Source: an optimization exercise on an open RTL-to-GDS flow (aim: small area). Production flows keep margins and buffers that such runs may drop. Only simulation tests tie the RTL to the original design; equivalence was not proved. Power and IR drop assume default switching activity.

## flow/config.mk

```make
export PLATFORM = sky130hd
export DESIGN_NAME = au_top_0
export DESIGN_NICKNAME = au_top_0
export VERILOG_FILES = /design/flow/design.v
export SDC_FILE = /design/flow/constraint.sdc
export NUM_CORES = 4
export LEC_CHECK = 0
export CAP_MARGIN = 20
export CORE_MARGIN = 2
export CORE_UTILIZATION = 40
export SLEW_MARGIN = 20
```

## flow/constraint.sdc

```tcl
create_clock -name core_clock -period 12.0 [get_ports {clk}]
set_input_delay 2.4000 -clock core_clock [delete_from_list [all_inputs] [get_ports {clk}]]
set_output_delay 2.4000 -clock core_clock [all_outputs]
set_load 0.01 [all_outputs]
```

## flow/design.v

```verilog
module button_conditioner_2 (
    input clk,
    input in,
    output press
  );
  reg [1:0] sync;
  reg [7:0] ctr;
  reg last;
  wire full = &ctr;
  always @(posedge clk) begin
    sync <= {sync[0], in};
    if (!sync[1])
      ctr <= 8'h00;
    else if (!full)
      ctr <= ctr + 8'h01;
    last <= full;
  end
  assign press = full & ~last;
endmodule
module reset_conditioner_1 (
    input clk,
    input in,
    output out
  );
  reg [3:0] stage;
  always @(posedge clk) begin
    if (in)
      stage <= 4'hf;
    else
      stage <= {stage[2:0], 1'b0};
  end
  assign out = stage[3];
endmodule
module multi_seven_seg_5 (
    input clk,
    input rst,
    input [19:0] values,
    output reg [6:0] seg,
    output [3:0] sel,
    output slow_edge,
    output [1:0] phase
  );
  reg [17:0] ctr;
  always @(posedge clk) begin
    if (rst)
      ctr <= 18'h00000;
    else
      ctr <= ctr + 18'h00001;
  end
  assign slow_edge = ctr[14] & ~|ctr[13:0];
  assign phase = ctr[1:0];
  wire [1:0] digit = ctr[17:16];
  assign sel = 4'b0001 << digit;
  wire [4:0] ch = values[digit*5 +: 5];
  always @* begin
    case (ch)
      5'h00: seg = 7'h3f;
      5'h01: seg = 7'h06;
      5'h02: seg = 7'h5b;
      5'h03: seg = 7'h4f;
      5'h04: seg = 7'h66;
      5'h05: seg = 7'h6d;
      5'h06: seg = 7'h7d;
      5'h07: seg = 7'h07;
      5'h08: seg = 7'h7f;
      5'h09: seg = 7'h67;
      5'h0a: seg = 7'h77;
      5'h0b: seg = 7'h7c;
      5'h0c: seg = 7'h39;
      5'h0d: seg = 7'h79;
      5'h0e: seg = 7'h76;
      5'h0f: seg = 7'h5e;
      5'h10: seg = 7'h38;
      5'h11: seg = 7'h71;
      5'h12: seg = 7'h6d;
      5'h13: seg = 7'h73;
      5'h14: seg = 7'h77;
      5'h15: seg = 7'h3e;
      default: seg = 7'h00;
    endcase
  end
endmodule
module ws2812b_writer_20 (
    input clk,
    input rst,
    output reg in_reset,       
    output reg [1:0] pixel,    
    output [7:0] colbit,       
    output hi_all,             
    output hi_one,             
    output sample,             
    output gap_start           
  );
  localparam LEDCOLOR = 192'h00333366ff664c9900330000003300000033606060000000;
  reg [6:0] ctr;
  reg [4:0] bit_ctr;
  wire c1 = in_reset ? &ctr : (ctr == 7'd125);
  wire c2 = c1 & (in_reset ? &bit_ctr : (bit_ctr == 5'd23));
  wire c3 = c2 & (in_reset ? pixel[0] : &pixel);
  always @(posedge clk) begin
    if (rst) begin
      in_reset <= 1'b0;
      pixel <= 2'd0;
      bit_ctr <= 5'd0;
      ctr <= 7'd0;
    end else begin
      ctr <= c1 ? 7'd0 : ctr + 7'd1;
      if (c2)
        bit_ctr <= 5'd0;
      else if (c1)
        bit_ctr <= bit_ctr + 5'd1;
      if (c3)
        pixel <= 2'd0;
      else if (c2)
        pixel <= pixel + 2'd1;
      if (c3)
        in_reset <= ~in_reset;
    end
  end
  assign hi_all = ~in_reset & (ctr < 7'd40);
  assign hi_one = ~in_reset & (ctr < 7'd80);
  assign sample = ~in_reset & (ctr[6:2] == 5'd9);
  assign gap_start = in_reset & (ctr[6:2] == 5'd0) & (bit_ctr == 5'd0) & ~pixel[0];
  genvar c;
  generate
    for (c = 0; c < 8; c = c + 1) begin : cb
      assign colbit[c] = LEDCOLOR[c*24 + bit_ctr];
    end
  endgenerate
endmodule
module led_out_10 (
    input clk,
    input rst,
    input upd_guess,           
    input upd_hint,            
    input upd_all,             
    input [3:0] attempt,
    input [11:0] guess,
    input [7:0] hint,
    input [1:0] phase,
    output [15:0] outled
  );
  wire in_reset, hi_all, hi_one, sample, gap_start;
  wire [1:0] pixel;
  wire [7:0] colbit;
  ws2812b_writer_20 writer (.clk(clk), .rst(rst), .in_reset(in_reset), .pixel(pixel),
                            .colbit(colbit), .hi_all(hi_all), .hi_one(hi_one),
                            .sample(sample), .gap_start(gap_start));
  wire [1:0] lpix = ~phase;
  wire take = sample & (lpix == pixel);
  wire [7:0] gcap, hcap;       
  wire ev = |{gcap, hcap};
  reg ev1, ev2, ev3, cev1, cev2, cev3;
  reg tg, th, tz;              
  wire cev = ev1 & in_reset;
  wire lwin = ev1 | ev2 | ev3;
  wire cwin = cev | cev1 | cev2 | cev3;
  wire zero = rst | (ev ? upd_all : tz);
  wire lall = rst | lwin;
  wire zall = rst | tz;
  wire call = rst | gap_start;
  always @(posedge clk) begin
    if (rst) begin
      {ev1, ev2, ev3, cev1, cev2, cev3} <= 6'b0;
      {tg, th, tz} <= 3'b0;
    end else begin
      ev1 <= ev; ev2 <= ev1; ev3 <= ev2;
      cev1 <= cev; cev2 <= cev1; cev3 <= cev2;
      if (ev) begin
        tg <= upd_guess;
        th <= upd_hint;
        tz <= upd_all;
      end
    end
  end
  wire [2:0] gsrc = zero ? 3'b000 : guess[lpix*3 +: 3];
  wire [1:0] hsrc = zero ? 2'b00 : hint[lpix*2 +: 2];
  genvar k, b;
  generate
    for (k = 0; k < 8; k = k + 1) begin : line
      wire mine = (attempt == k);
      reg gst, gcur;
      wire gupd = upd_all | (upd_guess & mine);
      assign gcap[k] = ~gst & gupd;
      wire gsel = zall | (tg & mine);
      wire gload = gcap[k] | (lall & gsel);
      wire gcopy = call | (cwin & gsel);
      wire [2:0] gtap;
      always @(posedge clk) begin
        if (rst)
          gst <= 1'b0;
        else if (gst)
          gst <= ~in_reset;
        else
          gst <= gupd;
      end
      for (b = 0; b < 3; b = b + 1) begin : gbit
        reg [3:0] pend, disp;
        wire pin = gload ? gsrc[b] : pend[3];
        wire din = gcopy ? pin : disp[3];
        always @(posedge clk) begin
          pend <= {pend[2:0], pin};
          disp <= {disp[2:0], din};
        end
        assign gtap[b] = disp[3];
      end
      always @(posedge clk)
        if (take) gcur <= colbit[gtap];
      assign outled[15-2*k] = hi_all | (hi_one & gcur);
      reg hst, hcur;
      wire hupd = upd_all | (upd_hint & mine);
      assign hcap[k] = ~hst & hupd;
      wire hsel = zall | (th & mine);
      wire hload = hcap[k] | (lall & hsel);
      wire hcopy = call | (cwin & hsel);
      wire [1:0] htap;
      always @(posedge clk) begin
        if (rst)
          hst <= 1'b0;
        else if (hst)
          hst <= ~in_reset;
        else
          hst <= hupd;
      end
      for (b = 0; b < 2; b = b + 1) begin : hbit
        reg [3:0] pend, disp;
        wire pin = hload ? hsrc[b] : pend[3];
        wire din = hcopy ? pin : disp[3];
        always @(posedge clk) begin
          pend <= {pend[2:0], pin};
          disp <= {disp[2:0], din};
        end
        assign htap[b] = disp[3];
      end
      always @(posedge clk)
        if (take) hcur <= htap[1] ? colbit[3] : htap[0] ? colbit[1] : colbit[0];
      assign outled[14-2*k] = hi_all | (hi_one & hcur);
    end
  endgenerate
endmodule
module control_fsm_4 (
    input clk,
    input rst,
    input colour_button,
    input confirm_button,
    input slow_edge,
    output reg [20-1:0] seg_out,
    output upd_guess,
    output upd_hint,
    output upd_all,
    output [3:0] attempt,
    output [11:0] guess,
    output [7:0] hint
  );
  localparam [6:0] IDLE = 7'd0;
  localparam [6:0] NORMALMODE = 7'd1;
  localparam [6:0] ADDGAMEMODE = 7'd2;
  localparam [6:0] UPDATEGAMEMODEADD = 7'd3;
  localparam [6:0] IMPOSTERMODE = 7'd4;
  localparam [6:0] SUBGAMEMODE = 7'd5;
  localparam [6:0] UPDATEGAMEMODESUB = 7'd6;
  localparam [6:0] RESETGUESS = 7'd7;
  localparam [6:0] POSITION = 7'd8;
  localparam [6:0] BACKTOFIRSTCOLOURINDEX = 7'd9;
  localparam [6:0] UPDATECOLOURINDEX = 7'd10;
  localparam [6:0] XOR = 7'd11;
  localparam [6:0] ANDLEDSTRIP = 7'd12;
  localparam [6:0] BRANCHSHIFTCOLOURPOSITION = 7'd13;
  localparam [6:0] UPDATELEDCOLOUR = 7'd14;
  localparam [6:0] UPDATEPHASETWOLED = 7'd15;
  localparam [6:0] BRANCHCOLOURINDEX = 7'd16;
  localparam [6:0] INCREASECOLOURINDEX = 7'd17;
  localparam [6:0] BRANCHCHECKPOSITIONINDEX = 7'd18;
  localparam [6:0] INCREASEPOSITIONINDEX = 7'd19;
  localparam [6:0] UPDATEPOSITIONINDEX = 7'd20;
  localparam [6:0] SHIFTXORHELPER = 7'd21;
  localparam [6:0] UPDATEXORHELPER = 7'd22;
  localparam [6:0] SHIFTCOLOUR0 = 7'd23;
  localparam [6:0] SHIFTCOLOUR1 = 7'd24;
  localparam [6:0] SHIFTCOLOUR2 = 7'd25;
  localparam [6:0] SHIFTCOLOUR3 = 7'd26;
  localparam [6:0] SHIFTGUESSATTEMPTCOUNT = 7'd27;
  localparam [6:0] UPDATEGUESSATTEMPTCOUNT = 7'd28;
  localparam [6:0] FINISH = 7'd29;
  localparam [6:0] GETGUESS = 7'd30;
  localparam [6:0] GETCODE = 7'd31;
  localparam [6:0] CHECKGUESS_CORRCODE = 7'd32;
  localparam [6:0] SHIFTCODEHELPER = 7'd33;
  localparam [6:0] UPDATECODEHELPER = 7'd34;
  localparam [6:0] CHECKCODEHELPER = 7'd35;
  localparam [6:0] GETNEXTCODE = 7'd36;
  localparam [6:0] SHIFTTEMPGUESS = 7'd37;
  localparam [6:0] UPDATETEMPGUESS = 7'd38;
  localparam [6:0] CHECKTEMPGUESS_TEMPCODE = 7'd39;
  localparam [6:0] SHIFTHINTWHITE = 7'd40;
  localparam [6:0] UPDATEHINTWHITE = 7'd41;
  localparam [6:0] SHIFTNOHINT = 7'd42;
  localparam [6:0] UPDATENOHINT = 7'd43;
  localparam [6:0] SHIFTHINTRED = 7'd44;
  localparam [6:0] UPDATEHINTRED = 7'd45;
  localparam [6:0] SHIFTGUESSHELPERDEFAULT = 7'd46;
  localparam [6:0] UPDATEGUESSHELPERDEFAULT = 7'd47;
  localparam [6:0] UPDATECODEHELPERDEFAULT = 7'd48;
  localparam [6:0] COMPARETEMPCOUNTER = 7'd49;
  localparam [6:0] ADDTEMPCOUNTER = 7'd50;
  localparam [6:0] UPDATETEMPCOUNTER = 7'd51;
  localparam [6:0] CHECKGAMEMODE = 7'd52;
  localparam [6:0] ADDIMPOSTER = 7'd53;
  localparam [6:0] UPDATEIMPOSTER = 7'd54;
  localparam [6:0] UPDATEHINTLED = 7'd55;
  localparam [6:0] COMPARECODE_GUESS = 7'd56;
  localparam [6:0] SHIFTATTEMPTCOUNT = 7'd57;
  localparam [6:0] UPDATEATTEMPTCOUNT = 7'd58;
  localparam [6:0] BRANCHATTEMPTCOUNT = 7'd59;
  localparam [6:0] RESETPOSITION = 7'd60;
  localparam [6:0] RESETCOLOUR = 7'd61;
  localparam [6:0] RESETHINT = 7'd62;
  localparam [6:0] RESETCOUNTER = 7'd63;
  localparam [6:0] RESETLEDCOLOUR = 7'd64;
  localparam [6:0] RESETXORHELPER = 7'd65;
  localparam [6:0] WIN = 7'd66;
  localparam [6:0] LOSE = 7'd67;
  localparam [6:0] GAMEOVER = 7'd68;
  localparam [6:0] RESETATTEMPT = 7'd69;
  localparam [6:0] RESETALLLED = 7'd70;
  localparam [6:0] RESETGAMEMODE = 7'd71;
  localparam [11:0] CODE = {3'd4, 3'd6, 3'd2, 3'd7};
  reg [7-1:0] ph, ph_d;
  reg [1:0] pos;
  reg [2:0] col;
  reg [3:0] att;
  reg mode;
  reg [11:0] g;
  reg [7:0] h;
  reg [1:0] tc, j;
  assign attempt = att;
  assign guess = g;
  assign hint = h;
  assign upd_guess = (ph == POSITION) | (ph == UPDATEPHASETWOLED);
  assign upd_hint = (ph == UPDATEHINTLED);
  assign upd_all = (ph == RESETALLLED) | (ph == RESETGAMEMODE);
  wire [1:0] q0 = ~tc;                
  wire [1:0] q1 = q0 + j;             
  wire [2:0] gq = g[q0*3 +: 3];
  wire red = gq == CODE[q0*3 +: 3];
  wire white = gq == CODE[q1*3 +: 3];
  always @* begin
    ph_d = ph + 1'b1;
    seg_out = 0;
    case (ph)
      IDLE: begin seg_out = 20'h0be0d; if (confirm_button) ph_d = NORMALMODE; else ph_d = IDLE; end
      NORMALMODE: begin seg_out = 20'hb59c1; if (colour_button) ph_d = ADDGAMEMODE; else if (confirm_button) ph_d = POSITION; else ph_d = NORMALMODE; end
      ADDGAMEMODE: begin seg_out = 20'h519c0; end
      UPDATEGAMEMODEADD: begin seg_out = 20'h554ce; end
      IMPOSTERMODE: begin seg_out = 20'hb59c2; if (colour_button) ph_d = SUBGAMEMODE; else if (confirm_button) ph_d = POSITION; else ph_d = IMPOSTERMODE; end
      SUBGAMEMODE: begin seg_out = 20'h519c0; end
      UPDATEGAMEMODESUB: begin seg_out = 20'h954ce; ph_d = NORMALMODE; end
      RESETGUESS: begin seg_out = 20'h52946; if (att == 4'd0) ph_d = IDLE; else ph_d = ph + 1'b1; end
      POSITION: begin seg_out = 20'h055d0; end
      BACKTOFIRSTCOLOURINDEX: begin seg_out = 20'h5c581; end
      UPDATECOLOURINDEX: begin seg_out = 20'h05581; end
      XOR: begin seg_out = 20'h05014; end
      ANDLEDSTRIP: begin seg_out = 20'h02a12; end
      BRANCHSHIFTCOLOURPOSITION: begin seg_out = 20'h5c993; if (pos == 2'd0) ph_d = SHIFTCOLOUR0; else if (pos == 2'd1) ph_d = SHIFTCOLOUR1; else if (pos == 2'd2) ph_d = SHIFTCOLOUR2; else ph_d = SHIFTCOLOUR3; end
      UPDATELEDCOLOUR: begin seg_out = 20'hac260; end
      UPDATEPHASETWOLED: begin seg_out = 20'h05590; if (confirm_button) ph_d = BRANCHCHECKPOSITIONINDEX; else if (colour_button) ph_d = BRANCHCOLOURINDEX; else ph_d = UPDATEPHASETWOLED; end
      BRANCHCOLOURINDEX: begin seg_out = 20'h02d81; if (col == 3'd7) ph_d = BACKTOFIRSTCOLOURINDEX; else ph_d = ph + 1'b1; end
      INCREASECOLOURINDEX: begin seg_out = 20'h00581; ph_d = UPDATECOLOURINDEX; end
      BRANCHCHECKPOSITIONINDEX: begin seg_out = 20'h5b261; if (pos == 2'd3) ph_d = SHIFTGUESSATTEMPTCOUNT; else ph_d = ph + 1'b1; end
      INCREASEPOSITIONINDEX: begin seg_out = 20'h00661; end
      UPDATEPOSITIONINDEX: begin seg_out = 20'h05661; end
      SHIFTXORHELPER: begin seg_out = 20'h049d4; end
      UPDATEXORHELPER: begin seg_out = 20'hac9d4; ph_d = BACKTOFIRSTCOLOURINDEX; end
      SHIFTCOLOUR0: begin seg_out = 20'h93a00; ph_d = UPDATELEDCOLOUR; end
      SHIFTCOLOUR1: begin seg_out = 20'h93a01; ph_d = UPDATELEDCOLOUR; end
      SHIFTCOLOUR2: begin seg_out = 20'h93a02; ph_d = UPDATELEDCOLOUR; end
      SHIFTCOLOUR3: begin seg_out = 20'h93a03; ph_d = UPDATELEDCOLOUR; end
      SHIFTGUESSATTEMPTCOUNT: begin seg_out = 20'h9194c; end
      UPDATEGUESSATTEMPTCOUNT: begin seg_out = 20'ha994c; end
      FINISH: begin seg_out = 20'h8864e; end
      GETGUESS: begin seg_out = 20'h00001; end
      GETCODE: begin seg_out = 20'h00002; end
      CHECKGUESS_CORRCODE: begin seg_out = 20'h6318c; if (red) ph_d = SHIFTHINTRED; else ph_d = ph + 1'b1; end
      SHIFTCODEHELPER: begin seg_out = 20'h0498e; end
      UPDATECODEHELPER: begin seg_out = 20'h0558e; end
      CHECKCODEHELPER: begin seg_out = 20'h0318e; if (j == 2'd0) ph_d = SHIFTNOHINT; else ph_d = ph + 1'b1; end
      GETNEXTCODE: begin seg_out = 20'h00003; end
      SHIFTTEMPGUESS: begin seg_out = 20'h00012; end
      UPDATETEMPGUESS: begin seg_out = 20'h0540c; end
      CHECKTEMPGUESS_TEMPCODE: begin seg_out = 20'h0300c; if (white) ph_d = SHIFTHINTWHITE; else ph_d = SHIFTCODEHELPER; end
      SHIFTHINTWHITE: begin seg_out = 20'h049ce; end
      UPDATEHINTWHITE: begin seg_out = 20'h029ce; ph_d = SHIFTGUESSHELPERDEFAULT; end
      SHIFTNOHINT: begin seg_out = 20'h0000e; end
      UPDATENOHINT: begin seg_out = 20'ha800e; ph_d = SHIFTGUESSHELPERDEFAULT; end
      SHIFTHINTRED: begin seg_out = 20'h049d4; end
      UPDATEHINTRED: begin seg_out = 20'h049d4; end
      SHIFTGUESSHELPERDEFAULT: begin seg_out = 20'h031cf; end
      UPDATEGUESSHELPERDEFAULT: begin seg_out = 20'h055cf; end
      UPDATECODEHELPERDEFAULT: begin seg_out = 20'h0318f; end
      COMPARETEMPCOUNTER: begin seg_out = 20'h6302c; if (tc == 2'd3) ph_d = CHECKGAMEMODE; else ph_d = ph + 1'b1; end
      ADDTEMPCOUNTER: begin seg_out = 20'h53180; end
      UPDATETEMPCOUNTER: begin seg_out = 20'hab18c; ph_d = GETGUESS; end
      CHECKGAMEMODE: begin seg_out = 20'h630ce; if (mode) ph_d = ADDIMPOSTER; else ph_d = UPDATEHINTLED; end
      ADDIMPOSTER: begin seg_out = 20'h52821; end
      UPDATEIMPOSTER: begin seg_out = 20'ha8421; end
      UPDATEHINTLED: begin seg_out = 20'hab82d; end
      COMPARECODE_GUESS: begin seg_out = 20'h6318c; if (g == CODE) ph_d = WIN; else ph_d = ph + 1'b1; end
      SHIFTATTEMPTCOUNT: begin seg_out = 20'h5298c; end
      UPDATEATTEMPTCOUNT: begin seg_out = 20'haa98c; end
      BRANCHATTEMPTCOUNT: begin seg_out = 20'h5314c; if (att == 4'd7) ph_d = LOSE; else ph_d = ph + 1'b1; end
      RESETPOSITION: begin seg_out = 20'ha5281; end
      RESETCOLOUR: begin seg_out = 20'ha5282; end
      RESETHINT: begin seg_out = 20'ha5283; end
      RESETCOUNTER: begin seg_out = 20'ha5281; end
      RESETLEDCOLOUR: begin seg_out = 20'h0520c; end
      RESETXORHELPER: begin seg_out = 20'h5294e; ph_d = RESETGUESS; end
      WIN: begin seg_out = 20'h9aa52; if (slow_edge) ph_d = GAMEOVER; else ph_d = WIN; end
      LOSE: begin seg_out = 20'h8024d; if (slow_edge) ph_d = GAMEOVER; else ph_d = LOSE; end
      GAMEOVER: begin seg_out = 20'h8864e; if (slow_edge) ph_d = RESETATTEMPT; else ph_d = GAMEOVER; end
      RESETATTEMPT: begin seg_out = 20'h5294a; end
      RESETALLLED: begin seg_out = 20'h52950; end
      RESETGAMEMODE: begin seg_out = 20'h528ce; ph_d = RESETPOSITION; end
      default: ;
    endcase
  end
  always @(posedge clk) begin
    if (rst)
      ph <= IDLE;
    else
      ph <= ph_d;
    if (ph == BACKTOFIRSTCOLOURINDEX)
      col <= 3'd2;
    else if (ph == INCREASECOLOURINDEX)
      col <= col + 3'd1;
    if (ph == POSITION)
      pos <= 2'd0;
    else if (ph == INCREASEPOSITIONINDEX)
      pos <= pos + 2'd1;
    if (rst || ph == RESETATTEMPT)
      att <= 4'd0;
    else if (ph == BRANCHATTEMPTCOUNT)
      att <= att + 4'd1;
    if (ph == IDLE)
      mode <= 1'b0;
    else if (ph == ADDGAMEMODE)
      mode <= 1'b1;
    else if (ph == SUBGAMEMODE)
      mode <= 1'b0;
    if (rst || ph == RESETGUESS)
      g <= {4{3'd2}};
    else if (ph == UPDATELEDCOLOUR)
      case (pos)
        2'd0: g[11:9] <= col;
        2'd1: g[8:6] <= col;
        2'd2: g[5:3] <= col;
        default: g[2:0] <= col;
      endcase
    if (ph == UPDATEHINTRED)
      h <= {h[5:0], 2'b11};
    else if (ph == UPDATEHINTWHITE)
      h <= {h[5:0], 2'b01};
    else if (ph == UPDATENOHINT)
      h <= {h[5:0], 2'b00};
    else if (ph == UPDATEIMPOSTER)
      h[1:0] <= 2'b11;
    if (ph == POSITION)
      tc <= 2'd0;
    else if (ph == ADDTEMPCOUNTER)
      tc <= tc + 2'd1;
    if (ph == GETGUESS)
      j <= 2'd0;
    else if (ph == SHIFTCODEHELPER)
      j <= j + 2'd1;
  end
endmodule
module au_top_0 (
    input clk,
    input rst_n,
    output [7:0] led,
    input usb_rx,
    output usb_tx,
    output [7:0] io_seg,
    output [3:0] io_sel,
    input [1:0] inbutton,
    output [15:0] outled,
    output [7:0] outseg,
    output [3:0] outsel
  );
  wire rst;
  reset_conditioner_1 reset_cond (.clk(clk), .in(~rst_n), .out(rst));
  wire confirm_button, colour_button;
  button_conditioner_2 confirm_cond (.clk(clk), .in(inbutton[0]), .press(confirm_button));
  button_conditioner_2 colour_cond  (.clk(clk), .in(inbutton[1]), .press(colour_button));
  wire [19:0] seg_values;
  wire slow_edge;
  wire [1:0] phase;
  wire [6:0] seg;
  wire [3:0] sel;
  multi_seven_seg_5 display (.clk(clk), .rst(rst), .values(seg_values), .seg(seg), .sel(sel),
                             .slow_edge(slow_edge), .phase(phase));
  wire upd_guess, upd_hint, upd_all;
  wire [3:0] attempt;
  wire [11:0] guess;
  wire [7:0] hint;
  control_fsm_4 man (
    .clk(clk), .rst(rst),
    .colour_button(colour_button), .confirm_button(confirm_button),
    .slow_edge(slow_edge),
    .seg_out(seg_values),
    .upd_guess(upd_guess), .upd_hint(upd_hint), .upd_all(upd_all),
    .attempt(attempt), .guess(guess), .hint(hint)
  );
  led_out_10 leds (
    .clk(clk), .rst(rst),
    .upd_guess(upd_guess), .upd_hint(upd_hint), .upd_all(upd_all),
    .attempt(attempt), .guess(guess), .hint(hint), .phase(phase),
    .outled(outled)
  );
  assign usb_tx = usb_rx;
  assign led = 8'h00;
  assign outseg = {1'b0, seg};
  assign outsel = sel;
  assign io_seg = ~{1'b0, seg};
  assign io_sel = ~sel;
endmodule
```

## flow/run.sh

```bash
#!/bin/bash
# synth_recipe.tcl (not shown) runs the flow's synth.tcl, then flattens the netlist and writes it again
# the make line also repeats each setting of config.mk as NAME=value (left out here)
make -C /OpenROAD-flow-scripts/flow DESIGN_CONFIG=/design/flow/config.mk WORK_HOME=/design/flow/orfs CLKGATE_MAP_FILE= SYNTH_SCRIPT=/design/flow/synth_recipe.tcl finish
```

==> results.sh, run 1 <==
export IMPL_r2r_worst_path_cells=9
export IMPL_outcome="timing/DRC/antenna clean"
export IMPL_ctsResizeCount=0
export IMPL_die_h_um=220
export IMPL_power_leakage_nw=7.97
export IMPL_post_synth_mux_area_share_pct=3.66
export IMPL_postLayoutCoreUtil_pct=45.2
export IMPL_intPower_mw=2.42
export IMPL_filler_cell_count=4367
export IMPL_layout_drive_gt1_share_pct=9.12
export IMPL_route_vias_total=14100
export IMPL_dr_first_iter_drc_count=1057
export IMPL_layout_nets=1961
export IMPL_timing_final_setup_violations=0
export IMPL_worst_setup_hold_path_clk_slew_ps=60
export IMPL_synth_async_reset_ratio_pct=0
export IMPL_critPathTopFamily="simple AND/OR/NAND/NOR gates"
export IMPL_tritoncts="done"
export IMPL_drtPass1Iterations=5
export IMPL_worst_min_delay_path_startpoint="leds.line[4].hbit[0].pend[2]"
export IMPL_clock_insertion_delay_worst_skew_ps=580
export IMPL_timing_final_crit_period_ps=7750
export IMPL_hold_viol=0
export IMPL_critical_path_required_ps=9600
export IMPL_routed_via_density=5.52
export IMPL_hp_class="reg2reg"
export IMPL_share_of_the_synthesized_area_in_compound_gates_ao_oa_aoi_oai_pct=17.3
export IMPL_critical_path_endpoint_type="output pin"
export IMPL_htree_num_levels=2
export IMPL_crit_arrival_ps=5350
export IMPL_post_synth_xor_area_fraction_pct=2.59
export IMPL_timing_critical_path_cells="inv_1 > ha_1 > buf_4 > or2_2 > o21ai_0 > a21oi_1 > nor3_1 > a41o_1 > and2_1 > nand2_1 > a31o_2 > o31a_1 > clkdlybuf4s50_1"
export IMPL_yosys_warns=6
export IMPL_routabilityCongestion=0.983
export IMPL_critical_path_cell_count=13
export IMPL_synth_enable_flop_cells=22
export IMPL_criticalPathCategory="reg2out"
export IMPL_rows=79
export IMPL_num_antenna_cells=0
export IMPL_seqPwrFrac_pct=51.6
export IMPL_ctsHoldBuffers=0
export IMPL_clk_path_buf_depth=3
export IMPL_power_frac_comb_pct=1.4
export IMPL_ff2ff_setup_slack_ps=7670
export IMPL_max_slew_margin_pct=25.4
export IMPL_synthSimpleGateAreaFrac_pct=18.8
export IMPL_first_global_vias=13400
export IMPL_synthesis_area_per_instance_um2=9.65
export IMPL_largest_family_of_logic_cells_by_synthesized_area="simple AND/OR/NAND/NOR gates"
export IMPL_min_period_over_period_pct=64.6
export IMPL_ios=54
export IMPL_setup_tns_ps=0
export IMPL_grt_antenna_before_repair=0
export IMPL_drc=0
export IMPL_grt_setup_unrepaired="false"
export IMPL_post_synth_instance_area_mm2=0.0186
export IMPL_cts_sinks=461
export IMPL_grt_remaining_overflow=0
export IMPL_path_max_fanout=29
export IMPL_dominantRegCellSynth="dfxtp_1"
export IMPL_fmax_mhz=129
export IMPL_synth_seq_cells=461
export IMPL_first_pass_grt_wire_length_mm=76.3
export IMPL_worstReg2RegEnd="leds.line[0].hbit[0].disp[0]"
export IMPL_place_hpwl_mm=33.9
export IMPL_path_buf_inv=3
export IMPL_initial_core_util_pct=40.3
export IMPL_crit_reg2reg_launch="man.ph[6]"
export IMPL_cells_after_synthesis=1930
export IMPL_postCtsSetupBuffers=0
export IMPL_timing_critical_path_slowest_stage_cell="nor3_1"
export IMPL_power_density_over_the_cells_mw_per_mm2=146
export IMPL_fp_dieW_um=220
export IMPL_drv_max_cap_violation_count=0
export IMPL_total_power_mw=3.04
export IMPL_switching_power_mw=0.626
export IMPL_average_detailed_routed_wire_length_per_instance_um=19.1
export IMPL_cts_buffers_inserted=46
export IMPL_area_delta_synth_final_pct=12.1
export IMPL_drv_slew=0
export IMPL_vdd_drop_max_mv=0.108
export IMPL_swShare_pct=20.6
export IMPL_grt_max_degree=82
export IMPL_post_synth_num_cell_types=86
export IMPL_worstMarginPinSlew_ps=1120
export IMPL_endpoint="outseg[3]"
export IMPL_multi_input_area_mm2=0.00845
export IMPL_cts_root_buffer_type="clkbuf_16"
export IMPL_crit_start_category="flip-flop"
export IMPL_area_sequential_mm2=0.00945
export IMPL_startpoint="man.ph[0]"
export IMPL_grt_use_total_pct=20.2
export IMPL_place_port_buffers=41
export IMPL_clock_power_share_pct=47.0
export IMPL_ys_seq_area_share_pct=50.7
export IMPL_core_box_area_mm2=0.0463
export IMPL_wirelength_routed_mm=48.9
export IMPL_synth_fa_ha_area_share_pct=2.62
export IMPL_die_area_mm2=0.0483
export IMPL_timing_clock_skew_ps=43.2
export IMPL_detail_route_antenna_nets=0
export IMPL_critical_path_max_stage_delay_ps=700
[metal layers]
metal	track usage [%]	up-vias	routed length, µm	part of all wire [%]
met2	33.5	444	23000	47
met5	0	-	0	0
met4	7.96	0	1750	3.6
met3	3.46	110	2680	5.5
li1	-	6868	-	-
met1	26.2	6700	21500	44
[through the flow]
| step | std cells | hold WS [ps] | instance area (µm²) | setup WS, ps |
|---|---|---|---|---|
| finish | 2558 | 286 | 20900 | 4250 |
| CTS | 2557 | 289 | 20900 | 4370 |
| floorplan | 1938 | 310 | 18700 | 6110 |
| detailed placement | 2475 | 312 | 19300 | 5020 |
| global placement | 2475 | 310 | 19300 | 4950 |
| global route | 2558 | 299 | 20900 | 4070 |
[state kept, by name (all words and copies together) (netlist names), 3 cells and up]
| name | flops |
|---|---|
| leds.line.gbit.disp | 96 |
| leds.line.hst | 8 |
| display.ctr | 18 |
| leds.line.hbit.disp | 64 |
| man.ph | 7 |
| leds.line.gbit.pend | 96 |
| leds.line.gst | 8 |
| confirm_cond.ctr | 8 |
| leds.writer.bit_ctr | 5 |
| leds.line.hcur | 8 |
| leds.writer.ctr | 7 |
| reset_cond.stage | 4 |
| man.col | 3 |
| leds.line.gcur | 8 |
| man.g | 12 |
| leds.line.hbit.pend | 64 |
| man.h | 8 |
| man.att | 4 |
| colour_cond.ctr | 8 |
[area by class of cell]
cell class	count	share of cell area, %
tap	607	3.63
multi-input combinational	1313	40.5
timing repair buffer	59	2.61
clock inverter	19	1.13
sequential	461	45.2
clock buffer	63	6.29
inverter	36	0.647
[worst min path at each step]
stage | slack [ps] | endpoint | cells past startpoint
after floorplan | 310 | colour_cond.sync[1] | 0
after CTS | 290 | leds.line[4].hbit[1].pend[1] | 0
after global routing | 300 | leds.line[4].hbit[1].pend[1] | 0
final | 290 | leds.line[4].hbit[0].pend[3] | 0
after global placement | 310 | leds.line[6].hbit[1].pend[3] | 0
after detailed placement | 310 | leds.line[0].gbit[1].disp[3] | 0
[kinds of logic after synthesis]
group | Yosys count
other | 2
flip-flops | 461
XOR/XNOR | 55
AND/OR/NAND/NOR | 692
AO/OA/AOI/OAI | 477
buffers and inverters | 164
adder cells (fa/ha/maj) | 39
multiplexers | 40
[cell usage in the layout, fill, tap and decap left out, types with 22 or more instances in the layout]
master,count
and3_1,55
edfxtp_1,22
mux4_2,22
xor2_1,28
clkdlybuf4s50_1,41
nand2b_1,40
nor2_1,160
o21ai_0,52
nor2b_1,28
nand2_1,182
nand3_1,65
a21oi_1,163
o31ai_2,27
dfxtp_1,438
o31ai_1,64
clkbuf_16,46
nor3_1,31
a21o_1,25
xnor2_1,27
and2_1,28
ha_1,39
inv_1,35
[power groups by stage]
stage | Combinational [mW] | Sequential (mW) | Clock [mW]
after floorplan | 0.0358 | 1.60 | 0
after global placement | 0.0431 | 1.60 | 0
after detailed placement | 0.0439 | 1.60 | 0
after CTS | 0.0441 | 1.57 | 1.47
after global routing | 0.0490 | 1.57 | 1.53
final | 0.0435 | 1.57 | 1.43
[synth_stat cells (5+ instances only)]
| master | n | area share (%) |
|---|---|---|
| a211o_1 | 6 | 0.28 |
| a211oi_1 | 14 | 0.56 |
| a21o_1 | 25 | 1.0 |
| a21oi_1 | 163 | 4.4 |
| a22oi_1 | 5 | 0.20 |
| a311oi_1 | 5 | 0.24 |
| a31oi_1 | 14 | 0.47 |
| and2_1 | 28 | 0.94 |
| and3_1 | 55 | 1.8 |
| and3b_1 | 5 | 0.24 |
| buf_1 | 9 | 0.18 |
| buf_2 | 31 | 0.83 |
| buf_4 | 12 | 0.48 |
| buf_6 | 12 | 0.73 |
| clkbuf_1 | 64 | 1.3 |
| dfxtp_1 | 439 | 47 |
| edfxtp_1 | 22 | 3.5 |
| ha_1 | 39 | 2.6 |
| inv_1 | 35 | 0.71 |
| mux2_2 | 5 | 0.30 |
| mux2i_1 | 13 | 0.70 |
| mux4_2 | 22 | 2.7 |
| nand2_1 | 182 | 3.7 |
| nand2b_1 | 40 | 1.3 |
| nand3_1 | 65 | 1.7 |
| nand4_1 | 19 | 0.64 |
| nor2_1 | 161 | 3.2 |
| nor2b_1 | 28 | 0.94 |
| nor3_1 | 32 | 0.86 |
| nor3b_1 | 9 | 0.36 |
| nor4_1 | 10 | 0.34 |
| o211ai_1 | 20 | 0.81 |
| o21a_1 | 17 | 0.69 |
| o21ai_0 | 53 | 1.4 |
| o22ai_1 | 10 | 0.34 |
| o31ai_1 | 64 | 2.6 |
| o31ai_2 | 27 | 1.8 |
| or2_2 | 10 | 0.34 |
| or3_1 | 5 | 0.17 |
| or4_1 | 5 | 0.20 |
| xnor2_1 | 27 | 1.3 |
| xor2_1 | 28 | 1.3 |
==> run 2, diff against run 1 <==
--- a/flow/config.mk
+++ b/flow/config.mk
@@ -7,5 +7,6 @@
 export LEC_CHECK = 0
 export CAP_MARGIN = 20
 export CORE_MARGIN = 2
-export CORE_UTILIZATION = 40
+export CORE_UTILIZATION = 70
+export PLACE_DENSITY = 0.8
 export SLEW_MARGIN = 20
==> run 2 against run 1 <==
  * Still clean on timing, DRC and antenna
  * Clock skew down 20 ps
  * Design area down 2.1%
  * Total power up 0.53%
  * First-iteration DRC count rose to 2.6 times the previous value
  * Routed wire length up 28%
  * Die area down 42%
  * Sequential cell count unchanged
  * Final cell count down 11%
  * Largest cell class unchanged
==> results.sh, run 2 <==
export IMPL_filler_cell_count=1400
export IMPL_top_regs="leds.line.gbit.disp x96, leds.line.gbit.pend x96"
export IMPL_critical_path_endpoint_type="output pin"
export IMPL_ctsResizeCount=0
export IMPL_grt_use_total_pct=43.6
export IMPL_area_sequential_mm2=0.00945
export IMPL_intPower_mw=2.39
export IMPL_cells_after_synthesis=1930
export IMPL_drv_max_cap_violation_count=0
export IMPL_ctsHoldBuffers=0
export IMPL_ios=54
export IMPL_route_vias_total=16400
export IMPL_cts_sinks=461
export IMPL_initial_core_util_pct=71.3
export IMPL_clk_path_buf_depth=3
export IMPL_final_cell_mix="dfxtp_1, nand2_1, a21oi_1"
export IMPL_synth_top_cell_area_share_pct=47.2
export IMPL_first_global_vias=16400
export IMPL_r2r_worst_path_cells=10
export IMPL_place_port_buffers=41
export IMPL_routabilityCongestion=1.05
export IMPL_synth_async_reset_ratio_pct=0
export IMPL_tritoncts="done"
export IMPL_postCtsSetupBuffers=0
export IMPL_cts_buffers_inserted=43
export IMPL_post_synth_instance_area_mm2=0.0186
export IMPL_power_leakage_nw=7.92
export IMPL_dominantRegCellSynth="dfxtp_1"
export IMPL_first_pass_grt_wire_length_mm=95.0
export IMPL_ff2ff_setup_slack_ps=7400
export IMPL_hold_viol=0
export IMPL_max_slew_margin_pct=23.6
export IMPL_cts_root_buffer_type="clkbuf_16"
export IMPL_hp_class="reg2reg"
export IMPL_dr_first_iter_drc_count=2765
export IMPL_outcome="timing/DRC/antenna clean"
export IMPL_worstReg2RegEnd="leds.line[1].hbit[0].pend[0]"
export IMPL_grt_max_degree=82
export IMPL_average_detailed_routed_wire_length_per_instance_um=27.3
export IMPL_layout_commonest_cell="dfxtp_1"
export IMPL_grt_setup_unrepaired="false"
export IMPL_crit_reg2reg_launch="man.ph[3]"
export IMPL_switching_power_mw=0.667
export IMPL_ys_seq_area_share_pct=50.7
export IMPL_synth_enable_flop_cells=22
export IMPL_grt_remaining_overflow=0
export IMPL_startpoint="man.ph[2]"
export IMPL_clock_power_share_pct=47.0
export IMPL_yosys_warns=6
export IMPL_swShare_pct=21.8
export IMPL_path_max_fanout=52
export IMPL_worst_setup_hold_path_clk_slew_ps=70
export IMPL_layout_drive_gt1_share_pct=8.95
export IMPL_fp_dieW_um=167
export IMPL_synth_seq_cells=461
export IMPL_timing_clock_skew_ps=23.3
export IMPL_postLayoutCoreUtil_pct=78.3
export IMPL_layout_nets=1955
export IMPL_detail_route_antenna_nets=0
export IMPL_worstMarginPinSlew_ps=1150
export IMPL_fmax_mhz=129
export IMPL_drtPass1Iterations=31
export IMPL_synthesis_area_per_instance_um2=9.65
export IMPL_htree_num_levels=2
export IMPL_post_synth_num_cell_types=86
export IMPL_crit_start_category="flip-flop"
export IMPL_seqPwrFrac_pct=51.4
export IMPL_power_density_over_the_cells_mw_per_mm2=150
export IMPL_drc=0
export IMPL_setup_tns_ps=0
export IMPL_die_area_mm2=0.0279
export IMPL_routed_via_density=7.20
export IMPL_drv_slew=0
export IMPL_criticalPathCategory="reg2out"
export IMPL_grt_antenna_before_repair=4
export IMPL_synthTopCellsByArea="dfxtp_1, a21oi_1, nand2_1, edfxtp_1, nor2_1"
export IMPL_power_frac_comb_pct=1.6
export IMPL_wirelength_routed_mm=62.4
export IMPL_min_period_over_period_pct=64.4
export IMPL_synth_top_cell_by_area="dfxtp_1"
export IMPL_critical_path_required_ps=9600
export IMPL_area_delta_synth_final_pct=9.84
export IMPL_vdd_drop_max_mv=0.110
export IMPL_yosys_cell_count_top_type="dfxtp_1"
export IMPL_die_h_um=167
export IMPL_total_power_mw=3.06
export IMPL_crit_arrival_ps=5330
export IMPL_endpoint="io_seg[0]"
export IMPL_timing_final_crit_period_ps=7730
export IMPL_multi_input_area_mm2=0.00846
export IMPL_place_hpwl_mm=35.1
export IMPL_ranking_of_synthesized_cells_by_instance_count="dfxtp_1, nand2_1, a21oi_1"
export IMPL_core_box_area_mm2=0.0261
export IMPL_rows=59
export IMPL_clock_insertion_delay_worst_skew_ps=560
export IMPL_timing_final_setup_violations=0
-- run 2: stage by stage --
stage               setup slack (ps)  hold slack [ps]  area, µm²  std cells
finish                          4270              313      20500       2282
global route                    4010              327      20500       2281
CTS                             4440              322      20400       2279
detailed placement              5020              312      19000       2200
global placement                5080              309      19000       2200
floorplan                       6110              310      18700       1938
-- run 2: worst max-delay path, cell delays in order (launching register included) --
cell	delay, ps
dfxtp_1	310
buf_4	430
nor2b_1	680
nand2_1	270
a21oi_1	580
nor2_1	140
o211ai_1	140
o211a_1	340
inv_1	200
ha_1	280
inv_1	90
a21oi_1	60
o21bai_1	200
a211oi_1	310
a2bb2oi_1	180
clkdlybuf4s50_1	550
-- run 2: how the worst min path moves through the flow --
stage,to,depth (start not counted),start,slack (ps)
4_1_cts,leds.line[7].gbit[0].pend[2],0,leds.line[7].gbit[0].pend[1],320
6_report,leds.line[0].gbit[1].pend[3],0,leds.line[0].gbit[1].pend[2],310
3_3_place_gp,leds.line[0].hbit[1].disp[2],0,leds.line[0].hbit[1].disp[1],310
5_1_grt,leds.line[2].hbit[0].disp[3],0,leds.line[2].hbit[0].disp[2],330
2_1_floorplan,colour_cond.sync[1],0,colour_cond.sync[0],310
3_5_place_dp,confirm_cond.sync[1],0,confirm_cond.sync[0],310
-- run 2: kinds of logic (layout without fill, tap and decap cells) --
logic type               count (synthesis)  in the layout  share of synthesized area [%]
other                                    2             12                         0.0403
AO/OA/AOI/OAI                          477            477                           17.3
adder cells (fa/ha/maj)                 39             39                           2.62
XOR/XNOR                                55             55                           2.59
multiplexers                            40             40                           3.66
flip-flops                             461            461                           50.7
AND/OR/NAND/NOR                        692            692                           18.8
buffers and inverters                  164            171                           4.24
-- run 2: cell type report --
type	instances	area share, %
clock inverters	21	1.17
inverters	36	0.660
clock buffers	58	6.03
repair buffers	56	2.56
multi-input cells	1313	41.3
flip-flops and latches	461	46.2
well taps	335	2.05
diodes	2	0.0245
-- run 2: metal layers --
layer  GRT usage [%]  part of all wire (%)  vias to the layer above
li1                -                     -                     6842
met1            50.7                    34                     7611
met2            70.1                    45                     1508
met3            11.6                    12                      464
met4            31.0                   8.6                        4
met5            2.26                 0.043                        -
-- run 2: power groups by stage --
stage          registers (mW)  logic, mW  clock network [mW]
2_1_floorplan            1.60     0.0358                   0
3_3_place_gp             1.60     0.0408                   0
3_5_place_dp             1.60     0.0439                   0
4_1_cts                  1.57     0.0469                1.42
5_1_grt                  1.57     0.0522                1.48
6_report                 1.57     0.0494                1.44
==> run 3, diff against run 2 <==
--- a/flow/design.v
+++ b/flow/design.v
@@ -84,6 +84,7 @@
     input clk,
     input rst,
     output reg in_reset,       
+    output last_gap,           
     output reg [1:0] pixel,    
     output [7:0] colbit,       
     output hi_all,             
@@ -117,6 +118,7 @@
         in_reset <= ~in_reset;
     end
   end
+  assign last_gap = in_reset & c3;
   assign hi_all = ~in_reset & (ctr < 7'd40);
   assign hi_one = ~in_reset & (ctr < 7'd80);
   assign sample = ~in_reset & (ctr[6:2] == 5'd9);
@@ -134,17 +136,18 @@
     input upd_guess,           
     input upd_hint,            
     input upd_all,             
+    input guess_shown,         
     input [3:0] attempt,
     input [11:0] guess,
     input [7:0] hint,
     input [1:0] phase,
     output [15:0] outled
   );
-  wire in_reset, hi_all, hi_one, sample, gap_start;
+  wire in_reset, last_gap, hi_all, hi_one, sample, gap_start;
   wire [1:0] pixel;
   wire [7:0] colbit;
-  ws2812b_writer_20 writer (.clk(clk), .rst(rst), .in_reset(in_reset), .pixel(pixel),
-                            .colbit(colbit), .hi_all(hi_all), .hi_one(hi_one),
+  ws2812b_writer_20 writer (.clk(clk), .rst(rst), .in_reset(in_reset), .last_gap(last_gap),
+                            .pixel(pixel), .colbit(colbit), .hi_all(hi_all), .hi_one(hi_one),
                             .sample(sample), .gap_start(gap_start));
   wire [1:0] lpix = ~phase;
   wire take = sample & (lpix == pixel);
@@ -155,10 +158,6 @@
   wire cev = ev1 & in_reset;
   wire lwin = ev1 | ev2 | ev3;
   wire cwin = cev | cev1 | cev2 | cev3;
-  wire zero = rst | (ev ? upd_all : tz);
-  wire lall = rst | lwin;
-  wire zall = rst | tz;
-  wire call = rst | gap_start;
   always @(posedge clk) begin
     if (rst) begin
       {ev1, ev2, ev3, cev1, cev2, cev3} <= 6'b0;
@@ -173,18 +172,37 @@
       end
     end
   end
-  wire [2:0] gsrc = zero ? 3'b000 : guess[lpix*3 +: 3];
-  wire [1:0] hsrc = zero ? 2'b00 : hint[lpix*2 +: 2];
+  reg [11:0] snap;
+  reg [2:0] snap_line;
+  wire gcap_cur = |gcap & upd_guess;
+  always @(posedge clk)
+    if (gcap_cur & (~in_reset | last_gap) & (guess_shown | (snap_line == attempt[2:0]))) begin
+      snap <= guess;
+      snap_line <= attempt[2:0];
+    end
+  reg zc;
+  always @(posedge clk)
+    if (!gap_start) zc <= ev ? upd_all : tz;
+  wire zero = rst | tz;
+  wire zgap = rst | zc;
+  wire [2:0] live = zero ? 3'b000 : guess[lpix*3 +: 3];      
+  wire [2:0] kept = zgap ? 3'b000 : snap[lpix*3 +: 3];
+  wire [2:0] start = zgap ? 3'b000 : 3'b010;                  
+  wire zero_h = rst | (ev ? upd_all : tz);
+  wire [1:0] hsrc = zero_h ? 2'b00 : hint[lpix*2 +: 2];
+  wire lall = rst | lwin;
+  wire zall = rst | tz;
+  wire call = rst | gap_start;
   genvar k, b;
   generate
     for (k = 0; k < 8; k = k + 1) begin : line
       wire mine = (attempt == k);
-      reg gst, gcur;
+      reg gst, gcm, gcur;
       wire gupd = upd_all | (upd_guess & mine);
       assign gcap[k] = ~gst & gupd;
-      wire gsel = zall | (tg & mine);
-      wire gload = gcap[k] | (lall & gsel);
-      wire gcopy = call | (cwin & gsel);
+      wire gcommit = rst | (gap_start & (gst | gcm));          
+      wire gnow = cwin & (tz | (tg & mine));                   
+      wire [2:0] gval = (snap_line == k) ? kept : start;
       wire [2:0] gtap;
       always @(posedge clk) begin
         if (rst)
@@ -193,15 +211,13 @@
           gst <= ~in_reset;
         else
           gst <= gupd;
+        gcm <= gap_start & (gst | gcm);
       end
       for (b = 0; b < 3; b = b + 1) begin : gbit
-        reg [3:0] pend, disp;
-        wire pin = gload ? gsrc[b] : pend[3];
-        wire din = gcopy ? pin : disp[3];
-        always @(posedge clk) begin
-          pend <= {pend[2:0], pin};
+        reg [3:0] disp;
+        wire din = gnow ? live[b] : gcommit ? gval[b] : disp[3];
+        always @(posedge clk)
           disp <= {disp[2:0], din};
-        end
         assign gtap[b] = disp[3];
       end
       always @(posedge clk)
@@ -248,6 +264,7 @@
     output upd_guess,
     output upd_hint,
     output upd_all,
+    output guess_shown,
     output [3:0] attempt,
     output [11:0] guess,
     output [7:0] hint
@@ -332,15 +349,15 @@
   reg mode;
   reg [11:0] g;
   reg [7:0] h;
-  reg [1:0] tc, j;
   assign attempt = att;
   assign guess = g;
   assign hint = h;
   assign upd_guess = (ph == POSITION) | (ph == UPDATEPHASETWOLED);
   assign upd_hint = (ph == UPDATEHINTLED);
   assign upd_all = (ph == RESETALLLED) | (ph == RESETGAMEMODE);
-  wire [1:0] q0 = ~tc;                
-  wire [1:0] q1 = q0 + j;             
+  assign guess_shown = (ph == UPDATEPHASETWOLED);
+  wire [1:0] q0 = 2'd2 - pos;         
+  wire [1:0] q1 = q0 + col[1:0];      
   wire [2:0] gq = g[q0*3 +: 3];
   wire red = gq == CODE[q0*3 +: 3];
   wire white = gq == CODE[q1*3 +: 3];
@@ -383,7 +400,7 @@
       CHECKGUESS_CORRCODE: begin seg_out = 20'h6318c; if (red) ph_d = SHIFTHINTRED; else ph_d = ph + 1'b1; end
       SHIFTCODEHELPER: begin seg_out = 20'h0498e; end
       UPDATECODEHELPER: begin seg_out = 20'h0558e; end
-      CHECKCODEHELPER: begin seg_out = 20'h0318e; if (j == 2'd0) ph_d = SHIFTNOHINT; else ph_d = ph + 1'b1; end
+      CHECKCODEHELPER: begin seg_out = 20'h0318e; if (col[1:0] == 2'd0) ph_d = SHIFTNOHINT; else ph_d = ph + 1'b1; end
       GETNEXTCODE: begin seg_out = 20'h00003; end
       SHIFTTEMPGUESS: begin seg_out = 20'h00012; end
       UPDATETEMPGUESS: begin seg_out = 20'h0540c; end
@@ -397,7 +414,7 @@
       SHIFTGUESSHELPERDEFAULT: begin seg_out = 20'h031cf; end
       UPDATEGUESSHELPERDEFAULT: begin seg_out = 20'h055cf; end
       UPDATECODEHELPERDEFAULT: begin seg_out = 20'h0318f; end
-      COMPARETEMPCOUNTER: begin seg_out = 20'h6302c; if (tc == 2'd3) ph_d = CHECKGAMEMODE; else ph_d = ph + 1'b1; end
+      COMPARETEMPCOUNTER: begin seg_out = 20'h6302c; if (pos == 2'd2) ph_d = CHECKGAMEMODE; else ph_d = ph + 1'b1; end
       ADDTEMPCOUNTER: begin seg_out = 20'h53180; end
       UPDATETEMPCOUNTER: begin seg_out = 20'hab18c; ph_d = GETGUESS; end
       CHECKGAMEMODE: begin seg_out = 20'h630ce; if (mode) ph_d = ADDIMPOSTER; else ph_d = UPDATEHINTLED; end
@@ -430,11 +447,13 @@
       ph <= ph_d;
     if (ph == BACKTOFIRSTCOLOURINDEX)
       col <= 3'd2;
-    else if (ph == INCREASECOLOURINDEX)
+    else if (ph == GETGUESS)
+      col <= 3'd0;
+    else if (ph == INCREASECOLOURINDEX || ph == SHIFTCODEHELPER)
       col <= col + 3'd1;
     if (ph == POSITION)
       pos <= 2'd0;
-    else if (ph == INCREASEPOSITIONINDEX)
+    else if (ph == INCREASEPOSITIONINDEX || ph == ADDTEMPCOUNTER)
       pos <= pos + 2'd1;
     if (rst || ph == RESETATTEMPT)
       att <= 4'd0;
@@ -463,14 +482,6 @@
       h <= {h[5:0], 2'b00};
     else if (ph == UPDATEIMPOSTER)
       h[1:0] <= 2'b11;
-    if (ph == POSITION)
-      tc <= 2'd0;
-    else if (ph == ADDTEMPCOUNTER)
-      tc <= tc + 2'd1;
-    if (ph == GETGUESS)
-      j <= 2'd0;
-    else if (ph == SHIFTCODEHELPER)
-      j <= j + 2'd1;
   end
 endmodule
 module au_top_0 (
@@ -498,7 +509,7 @@
   wire [3:0] sel;
   multi_seven_seg_5 display (.clk(clk), .rst(rst), .values(seg_values), .seg(seg), .sel(sel),
                              .slow_edge(slow_edge), .phase(phase));
-  wire upd_guess, upd_hint, upd_all;
+  wire upd_guess, upd_hint, upd_all, guess_shown;
   wire [3:0] attempt;
   wire [11:0] guess;
   wire [7:0] hint;
@@ -508,12 +519,12 @@
     .slow_edge(slow_edge),
     .seg_out(seg_values),
     .upd_guess(upd_guess), .upd_hint(upd_hint), .upd_all(upd_all),
-    .attempt(attempt), .guess(guess), .hint(hint)
+    .guess_shown(guess_shown), .attempt(attempt), .guess(guess), .hint(hint)
   );
   led_out_10 leds (
     .clk(clk), .rst(rst),
     .upd_guess(upd_guess), .upd_hint(upd_hint), .upd_all(upd_all),
-    .attempt(attempt), .guess(guess), .hint(hint), .phase(phase),
+    .guess_shown(guess_shown), .attempt(attempt), .guess(guess), .hint(hint), .phase(phase),
     .outled(outled)
   );
   assign usb_tx = usb_rx;
==> flow/flow/run.sh (new file) <==
#!/bin/bash
# Layout flow: the standard synthesis, then its combinational logic mapped
# again for area with ABC (every register kept as it is: same instance, name and
# cell), then the standard layout from floorplan to finish.
# Each tool writes its full output to a log file in this folder.
set -euo pipefail

bash standard.sh synth > synth.log 2>&1

R=orfs/results/$FLOW_PLATFORM/au_top_0/base
L=orfs/logs/$FLOW_PLATFORM/au_top_0/base
YOSYS=$(command -v yosys || echo "$FLOW_HOME/../tools/install/yosys/bin/yosys")
LIB=$(grep -o -- '-liberty [^ ]*' $L/1_2_yosys.log | head -1 | cut -d' ' -f2)
DONT_USE=$(grep -o -- '-dont_use [^ ]*' $L/1_2_yosys.log | sort -u | tr '\n' ' ')
# the register cells the standard synthesis used
SEQ=$(grep -o '^ *sky130_fd_sc_hd__[a-z0-9_]*' $R/1_2_yosys.v | sort -u | grep -E '__(df|edf|sdf|dl)' | tr '\n' ' ')

cp $R/1_2_yosys.v standard_netlist.v
cat > remap.ys <<EOS
read_liberty -ignore_miss_func $LIB
read_verilog standard_netlist.v
hierarchy -top $FLOW_TOP
setattr -mod -set keep_hierarchy 1 $SEQ
flatten
delete t:\$scopeinfo
opt_clean -purge
abc -liberty $LIB $DONT_USE -script "+strash;dc2;&get,-n;&deepsyn,-T,60;&put;dch,-f;amap;topo"
setundef -zero
splitnets
opt_clean -purge
hilomap -singleton -hicell sky130_fd_sc_hd__conb_1 HI -locell sky130_fd_sc_hd__conb_1 LO
insbuf -buf sky130_fd_sc_hd__buf_4 A X
blackbox $SEQ
stat -liberty $LIB
write_verilog -noattr -nohex -nodec remapped_netlist.v
EOS
"$YOSYS" -s remap.ys > remap.log 2>&1

# keep the standard netlist if the new one lost or changed any register
if [ "$(grep -cE '^ *sky130_fd_sc_hd__(df|edf|sdf|dl)' standard_netlist.v)" = "$(grep -cE '^ *sky130_fd_sc_hd__(df|edf|sdf|dl)' remapped_netlist.v)" ] &&
   diff <(grep -E '^ *sky130_fd_sc_hd__(df|edf|sdf|dl)' standard_netlist.v | sort) \
        <(grep -E '^ *sky130_fd_sc_hd__(df|edf|sdf|dl)' remapped_netlist.v | sort) > /dev/null; then
  cp remapped_netlist.v $R/1_2_yosys.v
  echo "using the remapped netlist" > netlist_choice.log
else
  echo "remapped netlist differs in its registers; using the standard one" > netlist_choice.log
fi

bash standard.sh > layout.log 2>&1
==> flow/standard.sh (new file) <==
#!/bin/bash
# synth_recipe.tcl (not shown) runs the flow's synth.tcl, then flattens the netlist and writes it again
# the make line also repeats each setting of config.mk as NAME=value (left out here)
make -C /OpenROAD-flow-scripts/flow DESIGN_CONFIG=/design/flow/config.mk WORK_HOME=/design/flow/orfs CLKGATE_MAP_FILE= SYNTH_SCRIPT=/design/flow/synth_recipe.tcl "${@:-finish}"
--- a/flow/config.mk
+++ b/flow/config.mk
@@ -7,6 +7,6 @@
 export LEC_CHECK = 0
 export CAP_MARGIN = 20
 export CORE_MARGIN = 2
-export CORE_UTILIZATION = 70
-export PLACE_DENSITY = 0.8
+export CORE_UTILIZATION = 40
+export CTS_BUF_LIST = sky130_fd_sc_hd__clkbuf_4
 export SLEW_MARGIN = 20
removed: flow/run.sh
==> run 3 against run 2 <==
  * Global-route usage fell by 20 points
  * Total power fell by 19%
  * Critical path depth rose by 5
==> results.sh, run 3 <==
export IMPL_cts_sinks=385
export IMPL_routed_via_density=5.45
export IMPL_hold_viol=0
export IMPL_layout_nets=1736
export IMPL_top_regs="leds.line.gbit.disp x96, leds.line.hbit.disp x64, leds.line.hbit.pend x64"
export IMPL_critical_path_endpoint_type="output pin"
export IMPL_multi_input_area_mm2=0.00524
export IMPL_grt_use_total_pct=24.0
export IMPL_postLayoutCoreUtil_pct=47.3
export IMPL_min_period_over_period_pct=72.6
export IMPL_outcome="timing/DRC/antenna clean"
export IMPL_place_hpwl_mm=31.7
export IMPL_postPlaceCellArea_mm2=0.0152
export IMPL_grt_remaining_overflow=0
export IMPL_initial_core_util_pct=40.7
export IMPL_clk_path_buf_depth=3
export IMPL_area_delta_synth_final_pct=16.1
export IMPL_timing_final_crit_period_ps=8710
export IMPL_filler_cell_count=3404
export IMPL_yosys_warns=6
export IMPL_critical_path_required_ps=9600
export IMPL_core_box_area_mm2=0.0347
export IMPL_crit_start_category="flip-flop"
export IMPL_dr_first_iter_drc_count=769
export IMPL_drv_slew=0
export IMPL_clock_insertion_delay_worst_skew_ps=790
export IMPL_htree_num_levels=3
export IMPL_power_leakage_nw=5.90
export IMPL_worst_setup_hold_path_clk_slew_ps=60
export IMPL_largest_register="leds.line.gbit.disp"
export IMPL_fmax_mhz=115
export IMPL_first_pass_grt_wire_length_mm=67.0
export IMPL_wirelength_routed_mm=43.5
export IMPL_vdd_drop_max_mv=0.0892
export IMPL_synthesis_area_per_instance_um2=8.95
export IMPL_grt_setup_unrepaired="false"
export IMPL_fp_dieW_um=192
export IMPL_crit_arrival_ps=6310
export IMPL_hp_class="reg2reg"
export IMPL_detail_route_antenna_nets=0
export IMPL_timing_final_setup_violations=0
export IMPL_criticalPathCategory="reg2out"
export IMPL_grt_max_degree=41
export IMPL_area_sequential_mm2=0.00809
export IMPL_final_worst_setup_slack_ps=3290
export IMPL_grt_antenna_before_repair=2
export IMPL_drc=0
export IMPL_place_port_buffers=41
export IMPL_ctsHoldBuffers=0
export IMPL_dpl_worst_slack_ps=4170
export IMPL_post_synth_instance_area_mm2=0.0141
export IMPL_postCtsSetupBuffers=0
export IMPL_final_cell_mix="dfxtp_1, nor2_1, clkinv_1"
export IMPL_path_max_fanout=13
export IMPL_layout_commonest_cell="dfxtp_1"
export IMPL_tritoncts="done"
export IMPL_setup_tns_ps=0
export IMPL_drv_max_cap_violation_count=0
export IMPL_ctsResizeCount=0
export IMPL_cts_buffers_inserted=95
export IMPL_cells_after_synthesis=1580
export IMPL_timing_clock_skew_ps=51.6
export IMPL_first_global_vias=11900
export IMPL_power_density_over_the_cells_mw_per_mm2=151
export IMPL_rows=68
export IMPL_largest_register_ffs=96
export IMPL_routabilityCongestion=1.01
export IMPL_drtPass1Iterations=5
export IMPL_die_h_um=192
export IMPL_cts_root_buffer_type="clkbuf_4"
export IMPL_route_vias_total=12300
export IMPL_max_slew_margin_pct=20.4
export IMPL_average_detailed_routed_wire_length_per_instance_um=19.2
export IMPL_total_power_mw=2.48
export IMPL_die_area_mm2=0.0369
export IMPL_worstMarginPinSlew_ps=1180
export IMPL_layout_drive_gt1_share_pct=9.26
export IMPL_ios=54
export IMPL_stdcell_area_mm2=0.0164
[run 3: stage by stage]
stage / instances / hold WS (ps)
finish: 2262 / 300
CTS: 2258 / 303
global placement: 2089 / 310
detailed placement: 2089 / 312
floorplan: 1588 / 310
global route: 2261 / 313
[run 3: layout make-up]
type | count | area share [%]
clock buffer | 144 | 6.58
sequential | 385 | 49.3
clock inverter | 25 | 0.755
antenna | 4 | 0.0610
multi-input combinational | 986 | 31.9
tap | 455 | 3.47
timing repair buffer | 57 | 3.23
inverter | 206 | 4.71
[run 3: critical path, stage by stage (launching register included)]
cell and delay (ps):
dfxtp_1 570, clkinv_1 490, nor2_1 400, clkinv_1 260
nor2_1 400, clkinv_1 230, o21ai_0 410, nor2_1 140
a31oi_1 180, nor3_1 80, o21a_1 200, o221ai_1 190
o21ai_0 130, a31oi_1 420, clkinv_1 180, nor2_1 180
nor2_1 90, o21ai_0 100, o31ai_1 140, a21oi_1 210
clkdlybuf4s50_1 570
[run 3: report_power, final]
| part | internal, mW | leakage, nW | switching (mW) |
|---|---|---|---|
| clock network | 0.566 | 0.724 | 0.500 |
| logic | 0.0165 | 1.95 | 0.0327 |
| registers | 1.35 | 3.22 | 0.0150 |
| total | 1.93 | 5.90 | 0.548 |
[run 3: metal layers]
| metal | wire length (µm) | vias to the layer above | GRT usage [%] |
|---|---|---|---|
| li1 | - | 5956 | - |
| met1 | 18500 | 5780 | 29.0 |
| met2 | 20300 | 457 | 39.3 |
| met3 | 2440 | 133 | 5.30 |
| met4 | 2220 | 0 | 14.0 |
| met5 | 0 | - | 0 |
[run 3: final timing paths]
path                                              startpoint                           end  slack, ps  cells after the start
worst max register to register                     man.ph[1]  leds.line[7].hbit[0].disp[0]       6860                     18
worst max-delay path                               man.ph[1]                     outseg[0]       3290                     20
worst min register to register  leds.line[4].hbit[0].disp[1]  leds.line[4].hbit[0].disp[2]        300                      0
worst min-delay path            leds.line[4].hbit[0].disp[1]  leds.line[4].hbit[0].disp[2]        300                      0

separate check: timing with driven ports:
No port has a modelled driver above. Below, the same layouts with a new extraction and two added sets of constraints.
Step 1 sets driving cells, clkbuf_16 on the clock port and buf_2 on the other inputs (assumed; they add their load-dependent delay and slew).
Step 2 also shifts input and output timing later by t, the mid clock arrival at the registers, as if the neighbouring blocks saw the same clock.
a / b / c = no drivers / after step 1 / after step 2; a / b = the first two.
| run | shift t [ns] | setup slack, ns | worst setup path at the end | cell pins on the clock port's net |
|---|---|---|---|---|
| run 1 | 0.614 | 4.250 / 4.195 / 4.809 | register to output | 1 |
| run 2 | 0.601 | 4.266 / 4.210 / 4.812 | register to output | 1 |
| run 3 | 0.815 | 3.288 / 3.235 / 4.050 | register to output | 1 |
After both steps setup and hold are still met in every run listed.
